This is an optimization exercise on Yosys and OpenROAD, whose aim is small area, not a production implementation.
RTL that was checked went through simulation tests only; none was proved equivalent to the original.
The clock input has no modelled driver; a real chip could not lean on it and would need a root buffer or a full tree.
Power is estimated from default activity; no workload was simulated.

Design alu32_top, start of the top module:
module alu32_top(
    input  wire        clk,
    input  wire [31:0] a,
    input  wire [31:0] b,
    input  wire [2:0]  op_code,
    output reg  [32:0] result,
    output reg         zero_flag,
    output reg         control_flag
    );
Settings: LEC_CHECK=0, CAP_MARGIN=20, CORE_MARGIN=2, CORE_UTILIZATION=40, SLEW_MARGIN=20, SYNTH_HIERARCHICAL=1, SYNTH_MINIMUM_KEEP_SIZE=0; clock period 5.0 ns.
standard.sh (not shown) runs the stock make flow with config.mk's settings and CLKGATE_MAP_FILE= SYNTH_SCRIPT=/design/flow/synth_recipe.tcl, a recipe that flattens the netlist after the stock synthesis.
==> flow/flow/run.sh <==
#!/bin/bash
# Standard ORFS layout with these changes: the port buffers use the smallest buffer cell;
# combinational cells are put at their smallest drive strength after floorplanning (the
# repair steps then size up only what timing needs); clock tree synthesis adds no dummy
# loads; power recovery downsizes non-critical cells after global routing.
set -euo pipefail
W=$(pwd)
bash standard.sh BUFFER_PORTS_ARGS="-buffer_cell sky130_fd_sc_hd__buf_1" \
  POST_FLOORPLAN_TCL="$W/flow/downsize.tcl" \
  CTS_ARGS="-sink_clustering_enable -repair_clock_nets -dont_use_dummy_load" \
  GPL_KEEP_OVERFLOW=0 RECOVER_POWER=100 finish > make_finish.log 2>&1
==> flow/flow/downsize.tcl <==
# POST_FLOORPLAN hook: put every combinational cell at the smallest drive strength of its
# family; the later repair steps size up what timing needs.
set n 0
foreach inst [[ord::get_db_block] getInsts] {
  set m [$inst getMaster]
  set name [$m getName]
  if {![regexp {^(sky130_fd_sc_hd__[a-z0-9]+)_([0-9]+)$} $name -> base sz]} { continue }
  if {[string match {*df*} $base] || [string match {*clk*} $base] || [string match {*tap*} $base]
      || [string match {*conb*} $base] || [string match {*dl*} $base]} { continue }
  # leave the drivers of wide nets (the op-code decode) as synthesis sized them
  set fo 0
  foreach it [$inst getITerms] {
    if {[$it isOutputSignal] && [$it getNet] ne "NULL"} {
      set fo [expr {max($fo, [llength [[$it getNet] getITerms]] - 1)}]
    }
  }
  if {$fo > 6} { continue }
  set best ""
  set best_a 1e9
  foreach lc [get_lib_cells ${base}_*] {
    set ln [get_name $lc]
    if {![regexp "^${base}_\[0-9\]+\$" $ln]} { continue }
    if {[get_property $lc dont_use]} { continue }
    set a [get_property $lc area]
    if {$a < $best_a} { set best_a $a; set best $ln }
  }
  if {$best ne "" && $best ne $name} {
    $inst swapMaster [[ord::get_db] findMaster $best]
    incr n
  }
}
puts "downsize: replaced $n cells"
The first run produced a clean layout.
Then changed:
==> flow/flow/run.sh (replaced) <==
#!/bin/bash
# Standard ORFS layout with these changes: the port buffers use the smallest buffer cell;
# every combinational cell is put at its smallest drive strength after floorplanning (the
# repair steps then size up only what timing needs); clock tree synthesis adds no dummy
# loads; power recovery downsizes non-critical cells after global routing.
set -euo pipefail
W=$(pwd)
bash standard.sh BUFFER_PORTS_ARGS="-buffer_cell sky130_fd_sc_hd__buf_1" \
  POST_FLOORPLAN_TCL="$W/flow/downsize.tcl" \
  CTS_ARGS="-sink_clustering_enable -repair_clock_nets -dont_use_dummy_load" \
  RECOVER_POWER=100 finish > make_finish.log 2>&1
--- a/flow/flow/downsize.tcl
+++ b/flow/flow/downsize.tcl
@@ -8,12 +8,4 @@
   if {[string match {*df*} $base] || [string match {*clk*} $base] || [string match {*tap*} $base]
       || [string match {*conb*} $base] || [string match {*dl*} $base]} { continue }
-  # leave the drivers of wide nets (the op-code decode) as synthesis sized them
-  set fo 0
-  foreach it [$inst getITerms] {
-    if {[$it isOutputSignal] && [$it getNet] ne "NULL"} {
-      set fo [expr {max($fo, [llength [[$it getNet] getITerms]] - 1)}]
-    }
-  }
-  if {$fo > 6} { continue }
   set best ""
   set best_a 1e9
Effect: The changed run produced a clean layout; setup slack hardly moves; power falls slightly; die area stays the same; cell area falls slightly; utilization falls by 0.49 points; clock power barely changes; via count rises slightly; critical path depth falls by 2.
Then changed:
--- a/flow/flow/run.sh
+++ b/flow/flow/run.sh
@@ -1,5 +1,5 @@
 #!/bin/bash
 # Standard ORFS layout with these changes: the port buffers use the smallest buffer cell;
-# every combinational cell is put at its smallest drive strength after floorplanning (the
+# combinational cells are put at their smallest drive strength after floorplanning (the
 # repair steps then size up only what timing needs); clock tree synthesis adds no dummy
 # loads; power recovery downsizes non-critical cells after global routing.
--- a/flow/flow/downsize.tcl
+++ b/flow/flow/downsize.tcl
@@ -8,4 +8,12 @@
   if {[string match {*df*} $base] || [string match {*clk*} $base] || [string match {*tap*} $base]
       || [string match {*conb*} $base] || [string match {*dl*} $base]} { continue }
+  # leave the drivers of wide nets (the op-code decode) as synthesis sized them
+  set fo 0
+  foreach it [$inst getITerms] {
+    if {[$it isOutputSignal] && [$it getNet] ne "NULL"} {
+      set fo [expr {max($fo, [llength [[$it getNet] getITerms]] - 1)}]
+    }
+  }
+  if {$fo > 6} { continue }
   set best ""
   set best_a 1e9
What happened: The changed run completed without violations. Flip-flop and latch count is unchanged. Sequential power is about the same. Global-route usage climbs by 0.32 points.
No functional check of the RTL was part of any run of this note.


Setup of rev 12:
alu32_top, a different RTL version from the one above (not shown whole).
Size in the first run: roughly 390 cells after synthesis.
## alu32_top
module alu32_top(
    input  wire        clk,
    input  wire [31:0] a,
    input  wire [31:0] b,
    input  wire [2:0]  op_code,
    output reg  [32:0] result,
    output reg         zero_flag,
    output reg         control_flag
    );
export LEC_CHECK = 0
export CAP_MARGIN = 20
export CORE_MARGIN = 2
export CORE_UTILIZATION = 40
export SLEW_MARGIN = 20
export SYNTH_HIERARCHICAL = 1
export SYNTH_MINIMUM_KEEP_SIZE = 0
create_clock -name core_clock -period 5.0 [get_ports {clk}]
==> flow/flow/run.sh <==
#!/bin/bash
# Standard ORFS layout with these changes: the port buffers use the smallest buffer cell;
# every combinational cell is put at its smallest drive strength after floorplanning (the
# repair steps then size up only what timing needs); after clock tree synthesis its tree is
# replaced by four clkbuf_16 cells fed straight from the clock port (flow/mycts.tcl); power
# recovery downsizes non-critical cells after global routing.
set -euo pipefail
W=$(pwd)
bash standard.sh BUFFER_PORTS_ARGS="-buffer_cell sky130_fd_sc_hd__buf_1" \
  POST_FLOORPLAN_TCL="$W/flow/downsize.tcl" POST_CTS_TCL="$W/flow/mycts.tcl" \
  CTS_ARGS="-sink_clustering_enable -repair_clock_nets -dont_use_dummy_load" \
  RECOVER_POWER=100 finish > make_finish.log 2>&1
==> flow/flow/mycts.tcl <==
if {![info exists ::env(MYCTS_NB)]} { set NB 4 } else { set NB $::env(MYCTS_NB) }
set block [ord::get_db_block]
set clknet [$block findNet clk]

# walk the clock network from the port: flip-flop clock pins are the sinks, every other cell
# on it is a clock buffer or inverter that clock_tree_synthesis inserted
set sinks {}
set kill_insts {}
set kill_nets {}
set todo [list $clknet]
while {[llength $todo]} {
  set net [lindex $todo 0]
  set todo [lrange $todo 1 end]
  foreach it [$net getITerms] {
    if {[$it isOutputSignal]} { continue }
    set inst [$it getInst]
    set mname [[$inst getMaster] getName]
    if {[string match {*df*} $mname]} {
      lappend sinks $it
    } else {
      lappend kill_insts $inst
      foreach ot [$inst getITerms] {
        if {[$ot isOutputSignal] && [$ot getNet] ne "NULL"} {
          lappend kill_nets [$ot getNet]
          lappend todo [$ot getNet]
        }
      }
    }
  }
}
puts "mycts: [llength $sinks] clock sinks, removing [llength $kill_insts] clock tree cells"
foreach it $sinks { $it disconnect }
foreach inst $kill_insts { odb::dbInst_destroy $inst }
foreach net $kill_nets { odb::dbNet_destroy $net }

set master [[ord::get_db] findMaster sky130_fd_sc_hd__clkbuf_16]
set order {}
foreach it $sinks {
  lappend order [list [lindex [[$it getInst] getLocation] 0] $it]
}
set order [lsort -integer -index 0 $order]
set n [llength $order]
for {set k 0} {$k < $NB} {incr k} {
  set lo [expr {$k * $n / $NB}]
  set hi [expr {($k + 1) * $n / $NB - 1}]
  set net [odb::dbNet_create $block "clknet_leaf_$k"]
  $net setSigType CLOCK
  set buf [odb::dbInst_create $block $master "clkbuf_leaf_$k"]
  set sx 0
  set sy 0
  set m 0
  foreach s [lrange $order $lo $hi] {
    set it [lindex $s 1]
    $it connect $net
    set loc [[$it getInst] getLocation]
    set sx [expr {$sx + [lindex $loc 0]}]
    set sy [expr {$sy + [lindex $loc 1]}]
    incr m
  }
  [$buf findITerm A] connect $clknet
  [$buf findITerm X] connect $net
  $buf setLocation [expr {$sx / $m}] [expr {$sy / $m}]
  $buf setPlacementStatus PLACED
  puts "mycts: leaf $k drives $m flip-flops"
}
detailed_placement
check_placement -verbose
estimate_parasitics -placement
report_clock_skew
Other scripts of this flow, unchanged in this note and not shown: flow/flow/downsize.tcl
What rev 13 does differently from rev 12 at the input level:
diff --git a/flow/flow/run.sh b/flow/flow/run.sh
--- a/flow/flow/run.sh
+++ b/flow/flow/run.sh
@@ -5 +5 @@
-# replaced by four clkbuf_16 cells fed straight from the clock port (flow/mycts.tcl); power
+# replaced by three clkbuf_16 cells fed straight from the clock port (flow/mycts.tcl); power
diff --git a/flow/flow/mycts.tcl b/flow/flow/mycts.tcl
--- a/flow/flow/mycts.tcl
+++ b/flow/flow/mycts.tcl
@@ -1 +1 @@
-if {![info exists ::env(MYCTS_NB)]} { set NB 4 } else { set NB $::env(MYCTS_NB) }
+if {![info exists ::env(MYCTS_NB)]} { set NB 3 } else { set NB $::env(MYCTS_NB) }
@@ -37 +37,2 @@
-set order {}
+# group the flip-flops by k-means on their locations, starting from vertical strips
+set pts {}
@@ -39 +40,2 @@
-  lappend order [list [lindex [[$it getInst] getLocation] 0] $it]
+  set loc [[$it getInst] getLocation]
+  lappend pts [list [lindex $loc 0] [lindex $loc 1] $it]
@@ -41,2 +43,4 @@
-set order [lsort -integer -index 0 $order]
-set n [llength $order]
+set pts [lsort -integer -index 0 $pts]
+set n [llength $pts]
+set cx {}
+set cy {}
@@ -44,2 +48,29 @@
-  set lo [expr {$k * $n / $NB}]
-  set hi [expr {($k + 1) * $n / $NB - 1}]
+  set p [lindex $pts [expr {(2 * $k + 1) * $n / (2 * $NB)}]]
+  lappend cx [lindex $p 0]
+  lappend cy [lindex $p 1]
+}
+for {set iter 0} {$iter < 30} {incr iter} {
+  set asg {}
+  foreach p $pts {
+    set best 0
+    set bd 1e30
+    for {set k 0} {$k < $NB} {incr k} {
+      set d [expr {abs([lindex $p 0] - [lindex $cx $k]) + abs([lindex $p 1] - [lindex $cy $k])}]
+      if {$d < $bd} { set bd $d; set best $k }
+    }
+    lappend asg $best
+  }
+  set sx [lrepeat $NB 0]; set sy [lrepeat $NB 0]; set cnt [lrepeat $NB 0]
+  foreach p $pts a $asg {
+    lset sx $a [expr {[lindex $sx $a] + [lindex $p 0]}]
+    lset sy $a [expr {[lindex $sy $a] + [lindex $p 1]}]
+    lset cnt $a [expr {[lindex $cnt $a] + 1}]
+  }
+  for {set k 0} {$k < $NB} {incr k} {
+    if {[lindex $cnt $k] > 0} {
+      lset cx $k [expr {[lindex $sx $k] / [lindex $cnt $k]}]
+      lset cy $k [expr {[lindex $sy $k] / [lindex $cnt $k]}]
+    }
+  }
+}
+for {set k 0} {$k < $NB} {incr k} {
@@ -49,2 +79,0 @@
-  set sx 0
-  set sy 0
@@ -52,7 +81,2 @@
-  foreach s [lrange $order $lo $hi] {
-    set it [lindex $s 1]
-    $it connect $net
-    set loc [[$it getInst] getLocation]
-    set sx [expr {$sx + [lindex $loc 0]}]
-    set sy [expr {$sy + [lindex $loc 1]}]
-    incr m
+  foreach p $pts a $asg {
+    if {$a == $k} { [lindex $p 2] connect $net; incr m }
@@ -62 +86 @@
-  $buf setLocation [expr {$sx / $m}] [expr {$sy / $m}]
+  $buf setLocation [lindex $cx $k] [lindex $cy $k]
### Flow results
met2 layer wire length in the routed design shrinks slightly when moving from rev 12 to rev 13. Diff rev 12 -> rev 13: layout overhead on the synthesized area shows a reduction of 0.59 points; worst setup slack shows an increase of 0.034 ns; final cell count now sits at about the same level; clock network fraction of total power went down 1.8 points. The lower worst endpoint required time of rev 12 and rev 13 is in rev 12. Count of fill cells added during filler insertion: rev 13 vs rev 12 up 8.
In every run of this note, the design's own scripts or RTL, not TritonCTS, make the clock network.

## afterwards: timing with drivers on the ports
The results above use ideal ports. As a check the final layouts listed here were re-extracted and re-timed, cells and wires unchanged.
Step 1: set_driving_cell puts a clkbuf_16 on clk and a buf_2 on each other input, an assumption about the parent block.
Step 2 moves the port delays by t, midway between the first and last clock arrival at a register: inputs arrive t later, outputs are due t later. That takes back most of the time a late clock gives input paths.
Slacks: ideal ports / drivers / drivers and shift; pairs: ideal ports / drivers.
run | t, ns | slack for setup (ns) | hold WS [ns] | clock arrival spread, ns
the first run of note 1 | 0.381 | 0.447 / 0.447 / 0.447 | 0.531 / 0.531 / 0.531 | 0.028 / 0.029
the second run of note 1 | 0.385 | 0.449 / 0.449 / 0.449 | 0.529 / 0.529 / 0.529 | 0.027 / 0.026
the third run of note 1 | 0.381 | 0.538 / 0.538 / 0.538 | 0.534 / 0.534 / 0.534 | 0.028 / 0.028
rev 12 | 0.223 | 0.460 / 0.460 / 0.460 | 0.677 / 0.677 / 0.677 | 0.018 / 0.017
rev 13 | 0.236 | 0.493 / 0.493 / 0.493 | 0.667 / 0.667 / 0.667 | 0.031 / 0.030
After both steps every run listed still meets setup and hold.
